This design comes from an exercise in tuning for a short achievable clock period and few clock cycles on the open sky130 flow, not from production work. Function was checked by simulation only, so behaviour that the tests miss may differ from the original. Power is estimated from default activity; no workload was simulated.

[design/flow/design.v]
`timescale 1ns / 1ps
module immgen(
  input i_type, s_type, b_type, u_type, j_type,
  input [31:7] inst,
  output [31:0] imm
);
assign imm = ({32{i_type}} & {{21{inst[31]}}, inst[30:20]}) |
             ({32{s_type}} & {{21{inst[31]}}, inst[30:25], inst[11:7]}) |
             ({32{b_type}} & {{20{inst[31]}}, inst[7], inst[30:25], inst[11:8], 1'b0}) |
             ({32{u_type}} & {inst[31:12], 12'b0}) |
             ({32{j_type}} & {{12{inst[31]}}, inst[19:12], inst[20], inst[30:21], 1'b0});
endmodule
`timescale 1ns / 1ps
module regfile(
    input [4:0] a_rs1,
	output [31:0] rs1,
	input [4:0] a_rs2,
	output [31:0] rs2,
	input [4:0] a_rd,
	input [31:0] rd,
	input we,
	input clk
);
reg [31:0] regfile [31:0];
assign rs1 = a_rs1!=0 ? regfile[a_rs1] : 0;
assign rs2 = a_rs2!=0 ? regfile[a_rs2] : 0;
always @(posedge clk) begin
	if (we)
		regfile[a_rd] <= rd;
end
endmodule
`timescale 1ns / 1ps
module branchcomp (
    input [31:0] a,
    input [31:0] b,
    input br_un,
    output br_eq,
	output br_lt
);
wire [32:0] as = {~br_un & a[31], a};
wire [32:0] bs = {~br_un & b[31], b};
assign br_eq = a == b;
assign br_lt = $signed(as) < $signed(bs);
endmodule
`timescale 1ns / 1ps
module alu (
    input [31:0] a, b,
    input sub,           
    input arith,         
    input sel_add, sel_sll, sel_sr, sel_slt, sel_xor, sel_or, sel_and,
    input lt,            
    output [31:0] sum,
    output [31:0] result
);
wire [31:0] sum_a = a + b;
wire [31:0] sum_s = a - b;
assign sum = sub ? sum_s : sum_a;
wire [31:0] sll = a << b[4:0];
wire [32:0] sr = $signed({arith & a[31], a}) >>> b[4:0];
assign result = ({32{sel_add & ~sub}} & sum_a) |
                ({32{sub}} & sum_s) |
                ({32{sel_sll}} & sll) |
                ({32{sel_sr}}  & sr[31:0]) |
                ({32{sel_slt}} & {31'b0, lt}) |
                ({32{sel_xor}} & (a ^ b)) |
                ({32{sel_or}}  & (a | b)) |
                ({32{sel_and}} & (a & b));
endmodule
`timescale 1ns / 1ps
module loadstoreunit(
    input [2:0] st_funct3,
    input [1:0] st_addr,
    input [31:0] st_data,
    input st_en,
    output [31:0] st_wdata,
    output [3:0] st_we,
    input [2:0] ld_funct3,
    input [1:0] ld_addr,
    output [11:0] ld_sel_next,
    input [11:0] ld_sel,
    input [31:0] data_rdata,
    output [31:0] ld_data
);
assign st_wdata = (st_funct3[1:0] == 2'b00) ? {4{st_data[7:0]}} :
                  (st_funct3[1:0] == 2'b01) ? {2{st_data[15:0]}} :
                  st_data;
wire [3:0] we_b = 4'b0001 << st_addr;
wire [3:0] we_h = st_addr[1] ? 4'b1100 : 4'b0011;
assign st_we = ~st_en ? 4'b0000 :
               (st_funct3[1:0] == 2'b00) ? we_b :
               (st_funct3[1:0] == 2'b01) ? we_h :
               4'b1111;
wire ld_b = ld_funct3[1:0] == 2'b00;
wire ld_h = ld_funct3[1:0] == 2'b01;
wire ld_w = ~ld_b & ~ld_h;
wire ld_s = ~ld_funct3[2];
wire [3:0] lane_b = 4'b0001 << ld_addr;
wire [3:0] lane_h = ld_addr[1] ? 4'b0100 : 4'b0001;
wire [3:0] b0_n = ld_b ? lane_b : ld_h ? lane_h : 4'b0001;
wire [1:0] b1_n = ld_w ? 2'b01 : ld_h ? (ld_addr[1] ? 2'b10 : 2'b01) : 2'b00;
wire [3:0] e_n = ~ld_s ? 4'b0000 : ld_b ? lane_b : ld_h ? (ld_addr[1] ? 4'b1000 : 4'b0010) : 4'b0000;
assign ld_sel_next = {ld_b, ld_w, e_n, b1_n, b0_n};
wire [3:0] b0 = ld_sel[3:0];
wire [1:0] b1 = ld_sel[5:4];
wire [3:0] e  = ld_sel[9:6];
wire sel_w = ld_sel[10];
wire sel_b = ld_sel[11];
wire [7:0] lane0 = data_rdata[7:0];
wire [7:0] lane1 = data_rdata[15:8];
wire [7:0] lane2 = data_rdata[23:16];
wire [7:0] lane3 = data_rdata[31:24];
wire ext = (e[0] & lane0[7]) | (e[1] & lane1[7]) | (e[2] & lane2[7]) | (e[3] & lane3[7]);
wire [7:0] byte0 = ({8{b0[0]}} & lane0) | ({8{b0[1]}} & lane1) | ({8{b0[2]}} & lane2) | ({8{b0[3]}} & lane3);
wire [7:0] byte1 = ({8{b1[0]}} & lane1) | ({8{b1[1]}} & lane3) | {8{ext & sel_b}};
wire [7:0] byte2 = ({8{sel_w}} & lane2) | {8{ext}};
wire [7:0] byte3 = ({8{sel_w}} & lane3) | {8{ext}};
assign ld_data = {byte3, byte2, byte1, byte0};
endmodule
`timescale 1ns / 1ps
module controlunit(
	input [4:0] opcode,
	input [2:0] funct3,
	input funct7,
	input [4:0] rd,
	output is_load, is_store, is_branch, is_jal, is_jalr, is_sys,
	output uses_rs1, uses_rs2,
	output wen,
	output i_type, s_type, b_type, u_type, j_type,
	output a_pc, a_zero, b_imm,
	output sub, arith, cmp_un,
	output sel_add, sel_sll, sel_sr, sel_slt, sel_xor, sel_or, sel_and, sel_link
);
localparam [4:0] LOAD = 5'b00000;
localparam [4:0] OP_IMM = 5'b00100;
localparam [4:0] AUIPC = 5'b00101;
localparam [4:0] STORE = 5'b01000;
localparam [4:0] OP = 5'b01100;
localparam [4:0] LUI = 5'b01101;
localparam [4:0] BRANCH = 5'b11000;
localparam [4:0] JALR = 5'b11001;
localparam [4:0] JAL = 5'b11011;
localparam [4:0] SYSTEM = 5'b11100;
wire op     = opcode == OP;
wire op_imm = opcode == OP_IMM;
wire lui    = opcode == LUI;
wire auipc  = opcode == AUIPC;
wire alu_op = op | op_imm;
assign is_load   = opcode == LOAD;
assign is_store  = opcode == STORE;
assign is_branch = opcode == BRANCH;
assign is_jal    = opcode == JAL;
assign is_jalr   = opcode == JALR;
assign is_sys    = opcode == SYSTEM;
assign uses_rs1 = alu_op | is_load | is_store | is_branch | is_jalr;
assign uses_rs2 = op | is_store | is_branch;
assign wen = (alu_op | lui | auipc | is_load | is_jal | is_jalr) & (rd != 5'd0);
assign i_type = op_imm | is_load | is_jalr;
assign s_type = is_store;
assign b_type = is_branch;
assign u_type = lui | auipc;
assign j_type = is_jal;
assign a_pc   = auipc;
assign a_zero = lui;
assign b_imm  = ~(op | is_branch);
assign sub    = op & funct7 & (funct3 == 3'b000);
assign arith  = funct7;
assign cmp_un = is_branch ? funct3[1] : funct3[0];
assign sel_add  = (alu_op & (funct3 == 3'b000)) | is_load | is_store | lui | auipc;
assign sel_sll  = alu_op & (funct3 == 3'b001);
assign sel_slt  = alu_op & (funct3[2:1] == 2'b01);
assign sel_xor  = alu_op & (funct3 == 3'b100);
assign sel_sr   = alu_op & (funct3 == 3'b101);
assign sel_or   = alu_op & (funct3 == 3'b110);
assign sel_and  = alu_op & (funct3 == 3'b111);
assign sel_link = is_jal | is_jalr;
endmodule
`timescale 1ns / 1ps
module rv32i(
   input clk,
	input reset,
   input  [31:0] inst_rdata,
   output [31:0] inst_addr,
   input [31:0] data_rdata,
   output [31:0] data_addr,
   output [31:0] data_wdata,
   output [3:0] data_we,
   output trap
);
reg [31:0] pc_f;
reg [29:0] pc_btb;   
reg [7:0] btb_v;
localparam TAGW = 10;   
reg [TAGW-1:0] btb_tag [0:7];
reg [29:0] btb_tgt [0:7];
reg upd_br, upd_jal, upd_eq, upd_lt, upd_f2, upd_f0, upd_pbtb;
reg [2:0] upd_idx;
reg [TAGW-1:0] upd_tag;
reg [29:0] upd_tgt;
reg valid_d;
reg [31:0] ir_d;
reg [31:0] pc_d;
reg pred_d;
reg is_load_d, is_store_d, is_branch_d, is_jal_d, is_jalr_d, is_sys_d;
reg uses_rs1_d, uses_rs2_d, wen_d;
reg a_pc_d, a_zero_d, b_imm_d;
reg sub_d, arith_d, cmp_un_d;
reg sel_add_d, sel_sll_d, sel_sr_d, sel_slt_d, sel_xor_d, sel_or_d, sel_and_d, sel_link_d;
reg [31:0] imm_d;
reg [31:0] opa_e, opb_e, sd_e, imm_e;
reg [4:0] rd_e;
reg wen_e, is_load_e, is_store_e, is_branch_e, is_jal_e, is_jalr_e, auipc_e, fused_e;
reg pred_e, pred_btb_e;
reg [2:0] funct3_e;
reg sub_e, arith_e, cmp_un_e;
reg sel_add_e, sel_sll_e, sel_sr_e, sel_slt_e, sel_xor_e, sel_or_e, sel_and_e, sel_link_e;
reg [31:0] pc_e, link_e, alt_e, target_e;
reg trap_e;
reg trap_m;   
reg br_inv_e;
reg kill_e;
reg wen_m, is_load_m;
reg [4:0] rd_m;
reg [31:0] result_mb;   
reg [11:0] ld_sel_m;
reg [29:0] daddr_m;
reg [3:0] dwe_m;
reg [31:0] dwdata_m;
reg wen_w, wen_w2, wen_w3;
reg [4:0] rd_w, rd_w2, rd_w3;
reg [31:0] value_w2, value_w3;   
reg [31:0] rf1_d, rf2_d;          
reg [31:0] value_w;     
assign inst_addr = pc_f;
wire [7:0] btb_hits;
wire [29:0] btb_sel [0:8];
assign btb_sel[0] = 30'b0;
genvar bi;
generate
	for (bi = 0; bi < 8; bi = bi + 1) begin : btb_cmp
		assign btb_hits[bi] = btb_v[bi] & (btb_tag[bi] == pc_btb[TAGW-1:0]);
		assign btb_sel[bi+1] = btb_sel[bi] | ({30{btb_hits[bi]}} & btb_tgt[bi]);
	end
endgenerate
wire btb_hit = |btb_hits;
wire [31:0] btb_target = {btb_sel[8], 2'b00};
wire is_load_f, is_store_f, is_branch_f, is_jal_f, is_jalr_f, is_sys_f;
wire uses_rs1_f, uses_rs2_f, wen_f;
wire i_type_f, s_type_f, b_type_f, u_type_f, j_type_f;
wire a_pc_f, a_zero_f, b_imm_f;
wire sub_f, arith_f, cmp_un_f;
wire sel_add_f, sel_sll_f, sel_sr_f, sel_slt_f, sel_xor_f, sel_or_f, sel_and_f, sel_link_f;
controlunit i_cont (
	.opcode(inst_rdata[6:2]), .funct3(inst_rdata[14:12]), .funct7(inst_rdata[30]), .rd(inst_rdata[11:7]),
	.is_load(is_load_f), .is_store(is_store_f), .is_branch(is_branch_f),
	.is_jal(is_jal_f), .is_jalr(is_jalr_f), .is_sys(is_sys_f),
	.uses_rs1(uses_rs1_f), .uses_rs2(uses_rs2_f), .wen(wen_f),
	.i_type(i_type_f), .s_type(s_type_f), .b_type(b_type_f), .u_type(u_type_f), .j_type(j_type_f),
	.a_pc(a_pc_f), .a_zero(a_zero_f), .b_imm(b_imm_f),
	.sub(sub_f), .arith(arith_f), .cmp_un(cmp_un_f),
	.sel_add(sel_add_f), .sel_sll(sel_sll_f), .sel_sr(sel_sr_f), .sel_slt(sel_slt_f),
	.sel_xor(sel_xor_f), .sel_or(sel_or_f), .sel_and(sel_and_f), .sel_link(sel_link_f));
wire [31:0] imm_f;
immgen i_imm (
   .i_type(i_type_f), .s_type(s_type_f), .b_type(b_type_f), .u_type(u_type_f), .j_type(j_type_f),
   .inst(inst_rdata[31:7]),
   .imm(imm_f));
wire wen_x = wen_e & ~kill_e;
wire is_load_x = is_load_e & ~kill_e;
wire is_store_x = is_store_e & ~kill_e;
wire is_branch_x = is_branch_e & ~kill_e;
wire is_jal_x = is_jal_e & ~kill_e;
wire is_jalr_x = is_jalr_e & ~kill_e;
wire [4:0] rs1_d = ir_d[19:15];
wire [4:0] rs2_d = ir_d[24:20];
wire [4:0] rd_d  = ir_d[11:7];
wire [2:0] funct3_d = ir_d[14:12];
wire [31:0] target_d = pc_d + imm_d;
wire [31:0] link_d = pc_d + 32'd4;
wire [31:0] rf1, rf2;
regfile i_regf (
   .a_rs1(inst_rdata[19:15]), .a_rs2(inst_rdata[24:20]),
   .rs1(rf1), .rs2(rf2),
   .a_rd(rd_w), .rd(value_w), .we(wen_w),
   .clk(clk));
wire m_hit1 = wen_m & (rd_m == rs1_d);
wire m_hit2 = wen_m & (rd_m == rs2_d);
wire w_hit1 = wen_w & (rd_w == rs1_d);
wire w_hit2 = wen_w & (rd_w == rs2_d);
wire w2_hit1 = wen_w2 & (rd_w2 == rs1_d);
wire w2_hit2 = wen_w2 & (rd_w2 == rs2_d);
wire w3_hit1 = wen_w3 & (rd_w3 == rs1_d);
wire w3_hit2 = wen_w3 & (rd_w3 == rs2_d);
wire [31:0] m_val = is_load_m ? ld_data : result_mb;
wire [31:0] rs1_val = m_hit1 ? m_val : w_hit1 ? value_w : w2_hit1 ? value_w2 : w3_hit1 ? value_w3 : rf1_d;
wire [31:0] rs2_val = m_hit2 ? m_val : w_hit2 ? value_w : w2_hit2 ? value_w2 : w3_hit2 ? value_w3 : rf2_d;
wire e_dep1 = wen_x & (rd_e == rs1_d);
wire e_dep2 = wen_x & (rd_e == rs2_d);
wire stall = valid_d & is_load_x & ((uses_rs1_d & e_dep1) | (uses_rs2_d & e_dep2));
wire fuse_d = is_jalr_d & auipc_e & ~kill_e & e_dep1;
wire [31:0] target_jr = target_e + imm_d;
wire static_taken_d = is_jal_d | (is_branch_d & ir_d[31]);
wire redirect_tk_d = ~pred_d & static_taken_d;
wire redirect_nt_d = pred_d & ~(is_branch_d | is_jal_d);
wire redirect_d = valid_d & ~stall & (redirect_tk_d | redirect_nt_d | (~pred_d & fuse_d));
wire pred_taken_d = pred_d | redirect_d;
wire [31:0] a_e = opa_e;
wire [31:0] b_e = opb_e;
wire [31:0] s_e = sd_e;
wire br_eq, br_lt;
branchcomp i_branchcomp (
   .a(a_e), .b(b_e), .br_un(cmp_un_e),
   .br_eq(br_eq), .br_lt(br_lt));
wire [31:0] sum_e, alu_e;
alu i_alu (
   .a(a_e), .b(b_e), .sub(sub_e), .arith(arith_e),
   .sel_add(sel_add_e), .sel_sll(sel_sll_e), .sel_sr(sel_sr_e), .sel_slt(sel_slt_e),
   .sel_xor(sel_xor_e), .sel_or(sel_or_e), .sel_and(sel_and_e),
   .lt(br_lt),
   .sum(sum_e), .result(alu_e));
wire [31:0] addr_e = a_e + imm_e;
wire [31:0] result_e = alu_e | ({32{sel_link_e}} & link_e);
wire cmp_e = funct3_e[2] ? br_lt : br_eq;
wire cond_e = cmp_e ^ funct3_e[0];
wire taken_e = is_jal_x | (is_branch_x & cond_e);
wire tgt_bad_e = (is_branch_x | is_jal_x) & pred_btb_e & pred_e & (pc_d[31:2] != target_e[31:2]);
wire mispredict = (is_branch_x & (cmp_e ^ br_inv_e)) | (is_jalr_x & ~fused_e) | tgt_bad_e;
wire [31:0] mp_pc = tgt_bad_e ? pc_e : is_jalr_e ? {addr_e[31:1], 1'b0} : alt_e;
wire [31:0] st_wdata;
wire [3:0] st_we;
wire [31:0] ld_data;
wire [11:0] ld_sel_e;
loadstoreunit i_lsu (
   .st_funct3(funct3_e), .st_addr(addr_e[1:0]), .st_data(s_e), .st_en(is_store_x),
   .st_wdata(st_wdata), .st_we(st_we),
   .ld_funct3(funct3_e), .ld_addr(addr_e[1:0]), .ld_sel_next(ld_sel_e),
   .ld_sel(ld_sel_m), .data_rdata(data_rdata),
   .ld_data(ld_data));
assign data_addr = {daddr_m, 2'b00};
assign data_we = dwe_m;
assign data_wdata = dwdata_m;
assign trap = trap_m;
wire go_d = valid_d & ~stall;
wire upd_cond = (upd_f2 ? upd_lt : upd_eq) ^ upd_f0;
wire upd_set = upd_jal | (upd_br & upd_cond);
wire upd_clr = upd_br & ~upd_cond & upd_pbtb;
wire [31:0] pc_next = mispredict ? mp_pc :
                      stall ? pc_f :
                      redirect_d ? (fuse_d ? {target_jr[31:1], 1'b0} : redirect_nt_d ? link_d : target_d) :
                      btb_hit ? btb_target :
                      pc_f + 32'd4;
always @(posedge clk) begin
	if (reset) pc_f <= 32'b0;
	else pc_f <= pc_next;
	pc_btb <= pc_next[31:2];
	if (reset) begin
		upd_br <= 1'b0;
		upd_jal <= 1'b0;
	end else begin
		upd_br <= is_branch_x;
		upd_jal <= is_jal_x;
	end
	upd_eq <= br_eq;
	upd_lt <= br_lt;
	upd_f2 <= funct3_e[2];
	upd_f0 <= funct3_e[0];
	upd_pbtb <= pred_btb_e;
	upd_idx <= pc_e[4:2];
	upd_tag <= pc_e[TAGW+1:2];
	upd_tgt <= target_e[31:2];
	if (reset) btb_v <= 8'b0;
	else if (upd_set) btb_v[upd_idx] <= 1'b1;
	else if (upd_clr) btb_v[upd_idx] <= 1'b0;
	if (upd_set) begin
		btb_tag[upd_idx] <= upd_tag;
		btb_tgt[upd_idx] <= upd_tgt;
	end
	if (reset | mispredict) valid_d <= 1'b0;
	else if (~stall) valid_d <= ~redirect_d;
	if (~stall) begin
		ir_d <= inst_rdata;
		pc_d <= pc_f;
		pred_d <= btb_hit;
		is_load_d <= is_load_f;
		is_store_d <= is_store_f;
		is_branch_d <= is_branch_f;
		is_jal_d <= is_jal_f;
		is_jalr_d <= is_jalr_f;
		is_sys_d <= is_sys_f;
		uses_rs1_d <= uses_rs1_f;
		uses_rs2_d <= uses_rs2_f;
		wen_d <= wen_f;
		a_pc_d <= a_pc_f;
		a_zero_d <= a_zero_f;
		b_imm_d <= b_imm_f;
		sub_d <= sub_f;
		arith_d <= arith_f;
		cmp_un_d <= cmp_un_f;
		sel_add_d <= sel_add_f;
		sel_sll_d <= sel_sll_f;
		sel_sr_d <= sel_sr_f;
		sel_slt_d <= sel_slt_f;
		sel_xor_d <= sel_xor_f;
		sel_or_d <= sel_or_f;
		sel_and_d <= sel_and_f;
		sel_link_d <= sel_link_f;
		imm_d <= imm_f;
		rf1_d <= rf1;
		rf2_d <= rf2;
	end
	if (reset | ~go_d) begin
		wen_e <= 1'b0;
		is_load_e <= 1'b0;
		is_store_e <= 1'b0;
		is_branch_e <= 1'b0;
		is_jal_e <= 1'b0;
		is_jalr_e <= 1'b0;
		auipc_e <= 1'b0;
		fused_e <= 1'b0;
		trap_e <= 1'b0;
		kill_e <= 1'b0;
	end else begin
		kill_e <= mispredict;
		wen_e <= wen_d;
		is_load_e <= is_load_d;
		is_store_e <= is_store_d;
		is_branch_e <= is_branch_d;
		is_jal_e <= is_jal_d;
		is_jalr_e <= is_jalr_d;
		auipc_e <= a_pc_d;
		fused_e <= fuse_d;
		trap_e <= is_sys_d;
	end
	begin
		opa_e <= (uses_rs1_d & e_dep1) ? result_e : a_zero_d ? 32'b0 : a_pc_d ? pc_d : rs1_val;
		opb_e <= (~b_imm_d & e_dep2) ? result_e : b_imm_d ? imm_d : rs2_val;
		sd_e <= e_dep2 ? result_e : rs2_val;
		imm_e <= imm_d;
		rd_e <= rd_d;
		pred_e <= pred_taken_d;
		br_inv_e <= funct3_d[0] ^ pred_taken_d;
		pred_btb_e <= pred_d;
		funct3_e <= funct3_d;
		sub_e <= sub_d;
		arith_e <= arith_d;
		cmp_un_e <= cmp_un_d;
		sel_add_e <= sel_add_d;
		sel_sll_e <= sel_sll_d;
		sel_sr_e <= sel_sr_d;
		sel_slt_e <= sel_slt_d;
		sel_xor_e <= sel_xor_d;
		sel_or_e <= sel_or_d;
		sel_and_e <= sel_and_d;
		sel_link_e <= sel_link_d;
		pc_e <= pc_d;
		link_e <= link_d;
		alt_e <= pred_taken_d ? link_d : target_d;
		target_e <= target_d;
	end
	if (reset) trap_m <= 1'b0;
	else trap_m <= trap_e & ~kill_e;
	if (reset) begin
		wen_m <= 1'b0;
		is_load_m <= 1'b0;
		dwe_m <= 4'b0;
	end else begin
		wen_m <= wen_x;
		is_load_m <= is_load_x;
		dwe_m <= st_we;
	end
	rd_m <= rd_e;
	result_mb <= result_e;
	ld_sel_m <= ld_sel_e;
	daddr_m <= addr_e[31:2];
	dwdata_m <= st_wdata;
	if (reset) begin
		wen_w <= 1'b0;
		wen_w2 <= 1'b0;
		wen_w3 <= 1'b0;
	end else begin
		wen_w <= wen_m;
		wen_w2 <= wen_w;
		wen_w3 <= wen_w2;
	end
	rd_w2 <= rd_w;
	rd_w3 <= rd_w2;
	value_w2 <= value_w;
	value_w3 <= value_w2;
	rd_w <= rd_m;
	value_w <= is_load_m ? ld_data : result_mb;
end
endmodule
[design/flow/flow/run.sh]
#!/bin/bash
# Own layout flow: the standard layout, with the standard synthesis run
# unchanged, and the later steps run with
#  - port buffers of a plain buffer cell (buf_8) instead of the one
#    buffer_ports picks by itself (a clkdlybuf4s50 delay cell).
set -euo pipefail
MARGIN=7.3
PORTBUF=sky130_fd_sc_hd__buf_8

# 1. standard synthesis, unchanged
bash standard.sh synth > synth.log 2>&1

# 2. floorplan to final layout
sed "s|\"\${@:-finish}\"|SETUP_SLACK_MARGIN=$MARGIN BUFFER_PORTS_ARGS=\"-buffer_cell $PORTBUF\" \"\${@:-finish}\"|" standard.sh > standard_margin.sh
grep -q "SETUP_SLACK_MARGIN=$MARGIN BUFFER_PORTS_ARGS=" standard_margin.sh
bash standard_margin.sh finish > layout.log 2>&1
test -f out/final.def
[design/flow/standard.sh]
#!/bin/bash
# synth_recipe.tcl (not shown) runs the flow's synth.tcl, then flattens the netlist and writes it again
# the make line also repeats each setting of config.mk as NAME=value (left out here)
make -C /OpenROAD-flow-scripts/flow DESIGN_CONFIG=/design/flow/config.mk WORK_HOME=/design/flow/orfs CLKGATE_MAP_FILE= SYNTH_SCRIPT=/design/flow/synth_recipe.tcl "${@:-finish}"
[design/flow/config.mk]
export PLATFORM = sky130hd
export DESIGN_NAME = rv32i
export DESIGN_NICKNAME = rv32i
export VERILOG_FILES = /design/flow/design.v
export SDC_FILE = /design/flow/constraint.sdc
export NUM_CORES = 4
export LEC_CHECK = 0
export CAP_MARGIN = 20
export CORE_MARGIN = 2
export CORE_UTILIZATION = 40
export SETUP_SLACK_MARGIN = 0.3
export SLEW_MARGIN = 20
[design/flow/constraint.sdc]
create_clock -name core_clock -period 11.0 [get_ports {clk}]
set_input_delay 2.2000 -clock core_clock [delete_from_list [all_inputs] [get_ports {clk}]]
set_output_delay 2.2000 -clock core_clock [all_outputs]
set_load 0.01 [all_outputs]
==> flow_summary_export.csv, run 1 <==
group,metric,value,unit
job,cap_violations,0,
worst_setup_path,ff2ff_path_depth,15,
yosys,ys_types,99,
worst_setup_path,end_kind,"flip-flop",
yosys,yosys.area_share.simple,6.55,%
sta,finalHoldViolations,0,
yosys,avgSynthCellArea,14.1,sq um
final_layout,fin_cells,11000,
power_and_ir_drop,leakage,41.8,nW
floorplanning,die_w,506,microns
min_path,worstHoldStart,"ir_d[14]",
floorplanning,coreArea,0.251,sq mm
final_layout,largestRegisters,"i_regf.regfile: 1024 flops, btb_tgt: 240 flops, btb_tag: 80 flops",
sta,setup_violations,0,
drt,wl,353000,microns
yosys,synth_compound_area_share,9.46,%
yosys,synth_xor_area_share,2.82,%
drt,wire_per_inst,32.2,microns
final_layout,largest_reg_flops,1024,
global_routing,grt_pass1_wl,495000,microns
run_status,status,"complete, no violations",
worst_setup_path,reg2reg_setup_slack,7.20,ns
final_layout,syn_to_final_growth,18.2,%
floorplanning,die_h,506,microns
drt,vias,68000,
placement,port_buffers,162,
power_and_ir_drop,pwr-share-clk,38.6,%
yosys,synth.top_cell.area_share,45.2,%
yosys,synth_top_family_by_area,"multiplexers",
worst_setup_path,crit_type,"flip-flop to flip-flop",
power_and_ir_drop,swShare,26.9,%
sta,fin_tns_setup,0,ns
global_routing,antenna_found_initial,13,
placement,placed_cells,10300,
final_layout,final_common_cell,"edfxtp_1",
min_path,hold_path_depth,0,
drt,drt_drc_violations_left,0,
worst_setup_path,timing.rr.start,"opb_e[1]",
floorplanning,die_area,0.256,sq mm
placement,gp_congestion,0.978,
yosys,synth_fa_ha_area_share,2.51,%
worst_setup_path,r2r_end,"opb_e[28]",
global_routing,grt_max_degree,79,
worst_setup_path,worst_setup_path_start_kind,"flip-flop",
final_layout,layout_common_cells,"edfxtp_1 (1515), mux4_2 (703), dfxtp_1 (512)",
final_layout,n_fill_cell,21500,
worst_setup_path,worstPathMaxFanout,4,
sta,rsz0062_at_grt,"true",
clock_tree,cts_buffer_depth,3,
worst_setup_path,critPathRequiredTime,11.77,ns
sta,slew_headroom,24.4,%
clock_tree,cts_inserted_buffers,219,
drt,via_per_inst,6.21,
yosys,yosysSeqAreaShare,57.5,%
final_layout,multiInputGateArea,0.0423,sq mm
worst_setup_path,cp_data_arrival_time,4.57,ns
final_layout,regMostFlops,"i_regf.regfile",
yosys,ys_ff_latch,2131,
clock_tree,ctsHtreeMaxLevel,4,
clock_tree,cts_tree,"yes",
sta,slew_viol_final,0,
yosys,synth_top_area_cell,"edfxtp_1",
floorplanning,rows,184,
sta,worst_pin_slew,1.13,ns
drt,drtPass1Iterations,6,
power_and_ir_drop,power_density,167,mW/mm^2
yosys,postSynthCellCount,7149,
yosys,synth_edf_count,1515,
sta,fin_skew,0.101,ns
clock_tree,cts_hold_buf,0,
clock_tree,clock_sinks,2131,
floorplanning,initial_core_util,40.1,%
final_layout,design_area,0.119,sq mm
power_and_ir_drop,p_switching,5.34,mW
placement,place_area,0.107,sq mm
clock_tree,clk_pin_slew,0.06,ns
yosys,yosys-mux-area-fraction,18.7,%
power_and_ir_drop,internal_power,14.5,mW
final_layout,drive_above_1_share,27.3,%
clock_tree,clockRootBuffer,"clkbuf_16",
power_and_ir_drop,comb_power_share,14.3,%
min_path,hold_class,"flip-flop to flip-flop",
yosys,synthesis.area,0.101,sq mm
min_path,hold_end,"funct3_e[2]",
sta,max_freq,0.263,GHz
yosys,synthFlopType,"edfxtp_1",
placement,hpwl,223000,microns
clock_tree,worstSkewPairLatency,0.92,ns
global_routing,grt_pass1_vias,66300,
final_layout,ff_latch_area,0.0581,sq mm
drt,drt_iter0_drc,7982,
power_and_ir_drop,sequentialPowerShare,47.1,%
power_and_ir_drop,vdd_drop_max,0.145,mV
final_layout,nets,7672,
yosys,async_reset_ff_share,0,%
floorplanning,num_io_pins,167,
global_routing,grt_overflow,0,
global_routing,grt_usage,26.9,%
yosys,yosysWarningCount,2,
sta,finalCritPeriodShare,34.6,%
sta,period_minus_slack,3.80,ns
drt,postRouteAntennaNets,0,
yosys,synthTopCellsByArea,"edfxtp_1 (45%), mux4_2 (16%), dfxtp_1 (12%)",
worst max path at each step:
stage,startpoint,cells after the start,slack [ns],end
3_5_place_dp,opb_e[2],14,5.33,pc_f[29]
3_3_place_gp,opb_e[2],14,5.28,pc_f[29]
2_1_floorplan,inst_rdata[15],7,6.95,rf1_d[10]
5_1_grt,opb_e[1],17,7.14,pc_f[3]
4_1_cts,imm_d[14],11,7.16,pc_f[29]
6_report,opb_e[1],15,7.20,opb_e[28]
timing repair:
item	CTS	global route
endpoints found under the hold margin	0	0
gates cloned	19	7
pin swaps	47	67
resized for setup	368	190
buffers inserted	104	80
setup endpoints to repair	396	106
logic make-up (layout without fill, tap and decap cells):
kind of cell,Yosys count,after routing
buffers and inverters,651,1099
and+or+nand+nor,1438,1438
AOI/OAI and AO/OA,1416,1416
xor gates and xnor gates,324,324
muxes,989,989
other,1,7
DFF,2131,2131
adders and majority gates,199,199
layer usage:
metal / global-route usage (%) / wire length (microns)
met1: 35.6 / 137000
met2: 43.6 / 168000
met3: 4.24 / 29700
met4: 12.1 / 18300
met5: 0 / 0
worst max-delay path: stages (launching register included):
cell	delay [ns]
dfxtp_4	0.38
clkinvlp_4	0.12
buf_12	0.12
buf_4	0.11
fa_2	0.23
nor2b_4	0.05
o31a_1	0.32
a2111o_1	0.46
a311o_1	0.34
a21oi_4	0.24
o31ai_2	0.09
a221o_1	0.33
a221oi_2	0.29
buf_4	0.24
o21ai_4	0.08
mux2_4	0.27
power groups by stage:
stage	Clock [mW]	Combinational, mW	Sequential [mW]
after global routing	8.07	2.98	9.36
after global placement	0	2.41	9.52
after CTS	7.76	2.65	9.35
after detailed placement	0	2.41	9.53
final	7.66	2.84	9.34
after floorplan	0	1.54	9.31
synthesized netlist by cell type (all sizes together) (67+ instances only):
library cell and n:
mux2 71, ha 194, a21o 86, inv 163, dfxtp 616, nor2 552
nand3 103, mux2i 215, xnor2 216, a211oi 170, a221oi 81, buf 131
clkbuf 353, o211ai 67, a22oi 91, o21ai 242, edfxtp 1515, nor3 91
nand2 373, mux4 703, xor2 108, a21oi 355
per-stage QoR:
stage | total power [mW] | utilization [%] | setup WS, ns | hold slack (ns)
6_report | 19.8 | 47.4 | 7.20 | 0.341
5_1_grt | 20.4 | 47.4 | 7.14 | 0.347
4_1_cts | 19.8 | 46.8 | 7.16 | 0.343
3_5_place_dp | 11.9 | 42.7 | 5.33 | 0.327
3_3_place_gp | 11.9 | 42.7 | 5.28 | 0.325
2_1_floorplan | 10.9 | - | 6.95 | 0.323
final cells by class:
class / count / share of cell area, %
antenna: 5 / 0.0105
tap: 3348 / 3.52
clock inverter: 129 / 1.30
clock buffer: 283 / 4.97
timing repair buffer: 518 / 5.15
timing repair inverter: 2 / 0.0147
sequential: 2131 / 48.9
multi-input combinational: 4368 / 35.6
inverter: 167 / 0.577
Testbench counts, summed over its fixed seeds: cycles 139,476.
==> run 2: changes to the inputs <==
--- a/design/flow/flow/run.sh
+++ b/design/flow/flow/run.sh
@@ -5,5 +5,5 @@
 #    buffer_ports picks by itself (a clkdlybuf4s50 delay cell).
 set -euo pipefail
-MARGIN=7.3
+MARGIN=7.6
 PORTBUF=sky130_fd_sc_hd__buf_8
 
--- a/design/flow/config.mk
+++ b/design/flow/config.mk
@@ -8,5 +8,4 @@
 export CAP_MARGIN = 20
 export CORE_MARGIN = 2
-export CORE_UTILIZATION = 40
-export SETUP_SLACK_MARGIN = 0.3
+export CORE_UTILIZATION = 50
 export SLEW_MARGIN = 20
==> run 2 against run 1 <==
Critical path depth is the same. Worst hold slack lost 0.013 ns. Clock skew shrank 0.024 ns. Global-route usage grew 9.2 points. Count of clock-buffer cells in the layout shrank 2. Critical path type unchanged. Sequential power is essentially flat. Worst setup slack gained 0.0092 ns. Largest cell class unchanged. Largest power group unchanged.
==> flow_summary_export.csv, run 2 <==
group,metric,value,unit
worst_setup_path,crit_slowest_cell,"dfxtp_2",
floorplanning,die_area,0.205,sq mm
sta,finalCritPeriodShare,34.5,%
clock_tree,cts_hold_buf,0,
sta,slew_viol_final,0,
global_routing,grt_pass1_wl,521000,microns
power_and_ir_drop,vdd_drop_max,0.171,mV
floorplanning,die_h,453,microns
final_layout,final_core_util,61.3,%
placement,dp_slack,4.93,ns
yosys,yosysWarningCount,2,
floorplanning,coreArea,0.200,sq mm
worst_setup_path,cpPeakStageDelay,0.54,ns
final_layout,drive_above_1_share,31.7,%
final_layout,design_area,0.122,sq mm
sta,max_freq,0.264,GHz
floorplanning,rows,164,
final_layout,final_common_cell,"edfxtp_1",
drt,via_per_inst,6.72,
sta,rsz0062_at_grt,"true",
sta,worst_pin_slew,1.16,ns
worst_setup_path,crit_chain,"inv_1, ha_4, inv_2, a21oi_2, o31ai_4, a31oi_1, o21ai_1, o31a_1, buf_12, mux2_4, nor3_4, buf_6, buf_12, mux2i_4, nor2b_4",
sta,slew_headroom,22.1,%
global_routing,grt_pass1_vias,68500,
yosys,avgSynthCellArea,14.1,sq um
clock_tree,cts_buffer_depth,3,
global_routing,grt_max_degree,71,
drt,wire_per_inst,36.0,microns
floorplanning,num_io_pins,167,
sta,finalHoldViolations,0,
final_layout,ff_latch_area,0.0582,sq mm
yosys,postSynthCellCount,7149,
final_layout,layout_common_cells,"edfxtp_1 (1515), mux4_2 (703), nor2_1 (501)",
final_layout,nets,7888,
sta,setup_violations,0,
final_layout,syn_to_final_growth,21.7,%
min_path,hold_class,"flip-flop to flip-flop",
global_routing,grt_overflow,0,
drt,drtPass1Iterations,8,
clock_tree,clk_pin_slew,0.06,ns
yosys,synth_top_area_cell,"edfxtp_1",
sta,hold_ws,0.328,ns
yosys,synthesis.area,0.101,sq mm
worst_setup_path,crit_type,"flip-flop to flip-flop",
final_layout,multiInputGateArea,0.0434,sq mm
placement,hpwl,229000,microns
yosys,synth_edf_count,1515,
yosys,synthTopCellsByArea,"edfxtp_1 (45%), mux4_2 (16%), dfxtp_1 (12%)",
clock_tree,ctsHtreeMaxLevel,4,
run_status,status,"complete, no violations",
final_layout,largestRegisters,"i_regf.regfile: 1024 flops, btb_tgt: 240 flops, btb_tag: 80 flops",
drt,drt_drc_violations_left,0,
yosys,async_reset_ff_share,0,%
yosys,ys_top_cells_by_count,"edfxtp_1 (1515), mux4_2 (703), dfxtp_1 (616), nor2_1 (552), nand2_1 (373)",
yosys,ys_ff_latch,2131,
yosys,synth_most_common_cell,"edfxtp_1",
clock_tree,cts_tree,"yes",
worst_setup_path,crit_path_frequent_cell,"buf_12",
sta,fin_tns_setup,0,ns
worst_setup_path,worst_setup_path_start_kind,"flip-flop",
power_and_ir_drop,leakage,43.7,nW
yosys,synth.top_cell.area_share,45.2,%
placement,placed_cells,9654,
placement,gp_congestion,0.998,
final_layout,fin_cells,10500,
final_layout,regMostFlops,"i_regf.regfile",
drt,vias,70500,
placement,place_area,0.107,sq mm
power_and_ir_drop,power_density,167,mW/mm^2
floorplanning,die_w,453,microns
yosys,ys_types,99,
sta,worst_slack,7.21,ns
floorplanning,initial_core_util,50.3,%
drt,drt_iter0_drc,9152,
drt,wl,378000,microns
job,cap_violations,0,
power_and_ir_drop,finalPower,20.4,mW
worst_setup_path,worstPathMaxFanout,13,
final_layout,n_fill_cell,15200,
yosys,synthFlopType,"edfxtp_1",
clock_tree,cts_inserted_buffers,218,
sta,period_minus_slack,3.79,ns
drt,postRouteAntennaNets,0,
global_routing,grt_usage,36.1,%
clock_tree,clock_sinks,2131,
final_layout,largest_reg_flops,1024,
worst_setup_path,end_kind,"flip-flop",
sta,fin_skew,0.0774,ns
worst_setup_path,critPathRequiredTime,11.82,ns
clock_tree,clockRootBuffer,"clkbuf_16",
placement,port_buffers,162,
worst_setup_path,cp_data_arrival_time,4.61,ns
global_routing,antenna_found_initial,24,
yosys,yosysSeqAreaShare,57.5,%
clock_tree,worstSkewPairLatency,0.90,ns
==> run 2: cell counts after synthesis <==
No cell type changed its count.
==> run 2: final cells by class <==
type,instances,share of cell area [%]
Sequential cell,2131,47.5
Multi-Input combinational cell,4369,35.4
Timing Repair Buffer,732,7.41
Clock buffer,281,4.83
Tap cell,2656,2.71
Clock inverter,132,1.46
Inverter,167,0.575
Antenna cell,17,0.0347
Timing Repair inverter,4,0.0286
==> run 2: worst max-delay path: cells and delay by family (launching register included) <==
kind / cells / cell delay, ns
adders and majority gates: 1 / 0.42
DFF: 1 / 0.54
buffers and inverters: 5 / 0.74
muxes: 2 / 0.60
and+or+nand+nor: 2 / 0.33
AOI/OAI and AO/OA: 5 / 1.10
==> run 2: what timing repair did <==
action                                  CTS  global route
endpoints found under the setup margin  596           355
setup buffers                           262            72
pin swaps                               113            69
endpoints found under the hold margin     0             0
gates resized for setup                 716           144
cloned                                   44            26
==> run 2: where the power goes <==
group	switching (mW)	internal, mW
sequential	0.403	8.94
clock	3.33	4.56
combinational	1.76	1.40
==> run 2: cell families (layout without fill, tap and decap cells) <==
group / count (synthesis) / after routing / share of synthesized area [%]
buffers and inverters: 651 / 1316 / 2.51
AO/OA/AOI/OAI: 1416 / 1416 / 9.46
AND/OR/NAND/NOR: 1438 / 1439 / 6.55
multiplexers: 989 / 989 / 18.7
flip-flops: 2131 / 2131 / 57.5
adder cells (fa/ha/maj): 199 / 199 / 2.51
other: 1 / 19 / 0.00373
XOR/XNOR: 324 / 324 / 2.82
==> run 2: worst paths after layout <==
check                  to  slack [ns]  cells past startpoint       from
setup reg to reg  pc_f[7]        7.21                     15  opa_e[22]
hold reg to reg   rd_e[2]        0.33                      0    ir_d[9]
setup / recovery  pc_f[7]        7.21                     15  opa_e[22]
hold / removal    rd_e[2]        0.33                      0    ir_d[9]
==> run 2: routing by layer <==
layer	track usage (%)	wire length, microns	vias up
li1	-	-	29100
met1	46.3	139000	36200
met2	57.3	178000	4146
met3	7.20	35200	1017
met4	20.9	25600	14
met5	0	83	-
==> run 3: changes to the inputs <==
--- a/design/flow/config.mk
+++ b/design/flow/config.mk
@@ -8,4 +8,4 @@
 export CAP_MARGIN = 20
 export CORE_MARGIN = 2
-export CORE_UTILIZATION = 50
+export CORE_UTILIZATION = 35
 export SLEW_MARGIN = 20
==> run 3 against run 2 <==
Flip-flop and latch count did not move. Combinational power about the same. Worst hold slack improved by 0.0026 ns. Synthesized cell count did not move. Sequential share of layout area decreased by 0.53 points. Wire length up 0.36%. Critical path depth unchanged. First-iteration DRC count rose by 1.8%. Sequential power about the same. Critical endpoint is now opb_e[30]. Largest power group unchanged. Highest routed layer unchanged.
==> flow_summary_export.csv, run 3 <==
group,metric,value,unit
drt,wl,379000,microns
floorplanning,die_h,540,microns
final_layout,multiInputGateArea,0.0435,sq mm
power_and_ir_drop,power_density,164,mW/mm^2
final_layout,nets,7873,
worst_setup_path,critPathRequiredTime,11.69,ns
final_layout,syn_to_final_growth,23.1,%
yosys,ys_ff_latch,2131,
placement,place_area,0.108,sq mm
yosys,synth_edf_count,1515,
clock_tree,ctsHtreeMaxLevel,4,
clock_tree,clock_sinks,2131,
placement,port_buffers,162,
power_and_ir_drop,p_switching,5.45,mW
yosys,synthTopCellsByArea,"edfxtp_1 (45%), mux4_2 (16%), dfxtp_1 (12%)",
sta,max_freq,0.265,GHz
power_and_ir_drop,comb_power_share,15.7,%
yosys,synthFlopType,"edfxtp_1",
sta,fin_skew,0.116,ns
sta,slew_viol_final,0,
clock_tree,cts_tree,"yes",
sta,setup_violations,0,
drt,wl_met2,176000,microns
sta,finalHoldViolations,0,
clock_tree,clk_pin_slew,0.06,ns
sta,worst_pin_slew,1.06,ns
global_routing,grt_usage,24.9,%
yosys,yosysSeqAreaShare,57.5,%
power_and_ir_drop,finalPower,20.3,mW
power_and_ir_drop,internal_power,14.9,mW
yosys,yosysWarningCount,2,
worst_setup_path,worstPathMaxFanout,4,
global_routing,grt_pass1_wl,521000,microns
global_routing,grt_pass1_vias,68200,
final_layout,layout_common_cells,"edfxtp_1 (1515), mux4_2 (703), nor2_1 (494)",
power_and_ir_drop,sequentialPowerShare,46.0,%
sta,rsz0062_at_grt,"true",
clock_tree,cts_inserted_buffers,222,
yosys,ys_top_cells_by_count,"edfxtp_1 (1515), mux4_2 (703), dfxtp_1 (616), nor2_1 (552), nand2_1 (373)",
yosys,async_reset_ff_share,0,%
yosys,avgSynthCellArea,14.1,sq um
final_layout,largest_reg_flops,1024,
placement,hpwl,229000,microns
sta,period_minus_slack,3.77,ns
drt,drt_iter0_drc,9317,
sta,fin_tns_setup,0,ns
drt,vias,70800,
final_layout,final_common_cell,"edfxtp_1",
yosys,postSynthCellCount,7149,
floorplanning,coreArea,0.285,sq mm
worst_setup_path,end_kind,"flip-flop",
power_and_ir_drop,leakage,43.6,nW
power_and_ir_drop,swShare,26.8,%
drt,highest_layer,"met5",
floorplanning,rows,196,
final_layout,ff_latch_area,0.0582,sq mm
clock_tree,cts_buffer_depth,4,
floorplanning,die_w,540,microns
yosys,synthesis.area,0.101,sq mm
worst_setup_path,crit_type,"flip-flop to flip-flop",
placement,gp_congestion,0.977,
final_layout,design_area,0.124,sq mm
drt,dr_wl_met3,37200,microns
drt,wire_per_inst,32.8,microns
drt,wl_met1,145000,microns
final_layout,final_core_util,43.4,%
final_layout,largestRegisters,"i_regf.regfile: 1024 flops, btb_tgt: 240 flops, btb_tag: 80 flops",
yosys,synth_top_area_cell,"edfxtp_1",
drt,drt_drc_violations_left,0,
worst_setup_path,worst_setup_path_start_kind,"flip-flop",
clock_tree,clockRootBuffer,"clkbuf_16",
min_path,hold_class,"flip-flop to flip-flop",
final_layout,regMostFlops,"i_regf.regfile",
drt,postRouteAntennaNets,0,
final_layout,fin_cells,11600,
floorplanning,die_area,0.292,sq mm
sta,finalCritPeriodShare,34.3,%
power_and_ir_drop,vdd_drop_max,0.148,mV
drt,drtPass1Iterations,6,
global_routing,antenna_found_initial,33,
yosys,synth.top_cell.area_share,45.2,%
power_and_ir_drop,pwr-share-clk,38.3,%
placement,placed_cells,10700,
worst_setup_path,cp_data_arrival_time,4.46,ns
final_layout,drive_above_1_share,31.9,%
floorplanning,num_io_pins,167,
clock_tree,worstSkewPairLatency,0.93,ns
yosys,synth_most_common_cell,"edfxtp_1",
final_layout,n_fill_cell,25500,
global_routing,grt_overflow,0,
drt,via_per_inst,6.11,
job,cap_violations,0,
run_status,status,"complete, no violations",
global_routing,grt_max_degree,67,
sta,slew_headroom,28.8,%
yosys,ys_types,99,
floorplanning,initial_core_util,35.2,%
[run 3: power groups by stage]
stage                     Combinational [mW]  Sequential [mW]  Clock, mW
final                                   3.19             9.34       7.79
after global routing                    3.32             9.36       8.17
after CTS                               2.94             9.33       7.86
after detailed placement                2.43             9.55          0
after global placement                  2.42             9.53          0
after floorplan                         1.56             9.31          0
[run 3: cells by family (layout without fill, tap and decap cells)]
| logic type | Yosys count | after routing | share of synthesized area [%] |
|---|---|---|---|
| muxes | 989 | 989 | 18.7 |
| adders and majority gates | 199 | 199 | 2.51 |
| DFF | 2131 | 2131 | 57.5 |
| other | 1 | 24 | 0.00373 |
| and+or+nand+nor | 1438 | 1439 | 6.55 |
| xor gates and xnor gates | 324 | 324 | 2.82 |
| AOI/OAI and AO/OA | 1416 | 1416 | 9.46 |
| buffers and inverters | 651 | 1290 | 2.51 |
[run 3: final timing paths]
path	slack, ns	start	cells after the start	to
worst min-delay path	0.33	pc_e[6]	0	upd_tag[4]
worst max register to register	7.23	opb_e[0]	15	opb_e[30]
worst max-delay path	7.23	opb_e[0]	15	opb_e[30]
worst min register to register	0.33	pc_e[6]	0	upd_tag[4]
[run 3: final cells by class]
cell class / count / share of cell area, %
multi-input combinational: 4369 / 35.1
timing repair inverter: 5 / 0.0475
inverter: 167 / 0.588
sequential: 2131 / 47.0
tap: 3762 / 3.80
timing repair buffer: 712 / 7.43
clock buffer: 294 / 4.96
antenna: 22 / 0.0444
clock inverter: 112 / 1.05
[run 3: metal layers]
layer	global-route usage, %	up-vias
met1	32.9	36500
met4	12.3	8
met3	4.58	923
li1	-	29100
met2	39.4	4227
met5	0	-
[run 3: through the flow]
stage / setup WS, ns / hold slack, ns
2_1_floorplan: 6.95 / 0.323
3_3_place_gp: 5.44 / 0.327
3_5_place_dp: 5.44 / 0.327
4_1_cts: 7.27 / 0.323
5_1_grt: 7.23 / 0.309
6_report: 7.23 / 0.330
[run 3: timing repair]
item | 4_1_cts | 5_1_grt
pin swaps | 77 | 88
cloned | 57 | 19
endpoints found under the setup margin | 500 | 336
gates resized for setup | 696 | 227
hold buffers | 0 | 0
buffers inserted | 231 | 104
[run 3: worst max-delay path, cell delays in order (launching register included)]
cell      delay [ns]
dfxtp_4         0.42
buf_6           0.12
ha_4            0.15
fa_2            0.24
o21bai_4        0.09
a221oi_4        0.39
nor4_4          0.05
buf_4           0.17
o311ai_4        0.41
a32oi_4         0.24
a21o_1          0.26
mux2_4          0.31
a21oi_2         0.13
buf_6           0.18
o21ai_4         0.08
mux2_4          0.34

-- port drivers added, routing unchanged --
The flow's constraints put no driver on any port. The routed layouts listed below were extracted and timed again, unchanged, in two steps.
Step 1, drivers: a clkbuf_16 drives clk and a buf_2 each remaining input, both assumed.
Step 2 adds t to the input delays and takes it off the output delays; t is the mean of the earliest and latest rising clock arrival at the registers after step 1. Input paths then give back, and output paths get back, about the clock's delay inside the block.
Slacks: ideal ports / drivers / drivers and shift; pairs: ideal ports / drivers.
run	t, ns	setup slack, ns	worst setup path at the end	clock arrival spread, ns	worst register clock-pin slew, ns
run 1	0.967	7.198 / 7.198 / 6.236	input to register	0.119 / 0.119	0.08 / 0.08
run 2	0.961	7.207 / 7.207 / 6.382	input to register	0.085 / 0.084	0.07 / 0.07
run 3	0.962	7.228 / 7.167 / 6.205	input to register	0.116 / 0.116	0.07 / 0.07
After both steps every run listed still meets setup and hold. For run 3, which loses most, drivers alone change the setup slack by -0.061 ns; drivers and shift together by -1.023 ns.
